Context: an optimization exercise on an open-source flow, tuned for small area and a short achievable clock period. The choices shown serve that exercise and are no tape-out recipe. Function was checked by simulation only, so behaviour that the tests miss may differ from the original. Power figures rest on the tool's default switching activity, not on a simulated workload.

## CPU
module CPU
(
    input  logic        reset,
    input  logic        clk,
    output logic [31:0] pc,         
    input  logic [31:0] instr,      
    output logic [31:0] writedata,  
    output logic [31:0] aluout,     
    output logic        memwrite,   
    input  logic [31:0] readdata    
);
logic [31:0] pcF, pcplus4F;
logic stall_F;
logic regwriteD;
logic [1:0] memtoregD;
logic memwriteD;
logic [2:0] alucontrolD;
logic alusrcD;
logic regdstD;
logic jumpD;
logic [31:0] instrD, pcbranchD, signimmD, pcjumpD;
logic [4:0] rsD, rtD, rdD, writeregD;
logic branchD, equalD, pcsrcD;
logic [31:0] rd1D, rd2D;
logic squashedD;
logic [15:0] instrD_hi, instrD_lo;
assign instrD = {instrD_hi, instrD_lo};
logic kernel_mode;
logic [2:0] int_cause;
logic cause_write;
logic exit_kernel;
logic jump_regD;
logic [31:0] c0D;
logic write_c0D;
logic stall_D;
logic clearD;
logic bubble_next;
logic bypassA, bypassB;
logic regwriteE;
logic [1:0] memtoregE;
logic memwriteE;
logic alusrcE;
logic write_c0E;
logic op_addE, op_subE, op_arithE, op_sltE, op_sllE, op_andE, op_orE, invbE;
logic fA_c0E, fA_aluE, fA_rfE;       
logic fB_c0E, fB_aluE, fB_rfE;       
logic fc0_ME;                        
logic fX_c0E, fX_aluE, fX_rfE, fX_immE;  
logic [31:0] mux_c0E;
logic c31E, ov1E, ov0E;
logic [2:0] int_causeD;
logic cause_writeD;
logic flushE;
logic overflowE;
logic [15:0] immE;
logic [31:0] signimmE, rd1E, rd2E;
logic [4:0] rtE, writeregE;
logic [31:0] srcAE, srcBE;
  ...
Settings: LEC_CHECK=0, CAP_MARGIN=20, CORE_MARGIN=2, CORE_UTILIZATION=50, CTS_CLUSTER_DIAMETER=100, CTS_CLUSTER_SIZE=20, PLACE_DENSITY=0.6, SLEW_MARGIN=20; clock period 14.0 ns.
standard.sh (not shown) runs the stock make flow with config.mk's settings and CLKGATE_MAP_FILE= SYNTH_SCRIPT=/design/flow/synth_recipe.tcl, a recipe that flattens the netlist after the stock synthesis.
==> flow/flow/run.sh <==
#!/bin/bash
# Standard ORFS layout (the standard.sh: standard synthesis, floorplan,
# placement, CTS, routing) with the resizer's setup repair aimed at a
# larger slack margin, so that it sizes the critical paths for speed, and
# the ports buffered with buf_2 cells.  The clock period and constraints
# are the standard flow's own.
set -euo pipefail
bash standard.sh SETUP_SLACK_MARGIN=10 BUFFER_PORTS_ARGS="-buffer_cell sky130_fd_sc_hd__buf_2" finish > standard.log 2>&1
Edit:
- PLACE_DENSITY: 0.6 -> 0.65
Power rises slightly.
Final cell count stays flat.
Sequential power stays flat.
Worst setup slack loses 0.11 ns.
Global-route usage falls by 1.4 points.
Design area falls slightly.
Core utilization falls by 0.18 points.
Routed wire length falls by a few percent.
Clock-buffer cell count falls by 1.
Edit:
--- a/flow/flow/run.sh
+++ b/flow/flow/run.sh
@@ -7,2 +7,2 @@
 set -euo pipefail
-bash standard.sh SETUP_SLACK_MARGIN=10 BUFFER_PORTS_ARGS="-buffer_cell sky130_fd_sc_hd__buf_2" finish > standard.log 2>&1
+bash standard.sh SETUP_SLACK_MARGIN=9.7 BUFFER_PORTS_ARGS="-buffer_cell sky130_fd_sc_hd__buf_2" finish > standard.log 2>&1
- PLACE_DENSITY: 0.65 -> 0.6
=>
- core utilization decreases by 0.46 points
- fmax decreases slightly
- routed wire length increases slightly
- clock-buffer cell count increases by 13
Edit:
--- a/flow/flow/run.sh
+++ b/flow/flow/run.sh
@@ -7,2 +7,2 @@
 set -euo pipefail
-bash standard.sh SETUP_SLACK_MARGIN=9.7 BUFFER_PORTS_ARGS="-buffer_cell sky130_fd_sc_hd__buf_2" finish > standard.log 2>&1
+bash standard.sh SETUP_SLACK_MARGIN=10 BUFFER_PORTS_ARGS="-buffer_cell sky130_fd_sc_hd__buf_2" finish > standard.log 2>&1
- CORE_UTILIZATION: 50 -> 45
- PLACE_DENSITY: 0.6 -> 0.7
The new run went through all stages and came out clean.
Total power fell by a few percent.
Core utilization fell by 5.3 points.
Global-route usage fell by 6.5 points.
Edit:
==> flow/flow/run.sh (replaced) <==
#!/bin/bash
# Standard ORFS layout (the standard.sh: standard synthesis, floorplan,
# placement, CTS, routing) with the resizer's setup repair aimed at a
# larger slack margin, so that it sizes the critical paths for speed.
# The clock period and constraints are the standard flow's own.
set -euo pipefail
bash standard.sh SETUP_SLACK_MARGIN=10 finish > standard.log 2>&1
- CORE_UTILIZATION: 45 -> 40
- PLACE_DENSITY: 0.7 -> 0.6
Outcome:
- The changed run completed without violations
- register-to-register slack stays flat
- combinational power increases by about 3%
- critical path depth shrinks by 3

-- port drivers added, routing unchanged --
No port has a modelled driver above. Below, the same layouts with a new extraction and two added sets of constraints. Step 1 sets driving cells, clkbuf_16 on the clock port and buf_2 on the other inputs (assumed; they add their load-dependent delay and slew). Step 2 times the ports against the registers' clock, not the clock port: input delays grow and output delays shrink by t, the midpoint of the rising clock arrivals with the driver on. a / b / c = ideal ports / drivers / drivers and shift; a / b = the first two.
run | shift t [ns] | setup WS [ns] | worst setup path after step 2
the first run | 0.835 | 9.474 / 9.474 / 9.131 | input to register
the second run | 0.835 | 9.365 / 9.365 / 9.227 | input to register
the third run | 0.823 | 9.305 / 9.305 / 8.960 | input to register
the fourth run | 0.837 | 9.466 / 9.466 / 9.168 | input to register
the fifth run | 0.853 | 9.455 / 9.455 / 8.729 | input to register
After both steps every run listed still meets setup and hold. The setup slack of the fifth run, which loses most, moves by 0.000 ns with the drivers and by -0.726 ns with both steps.
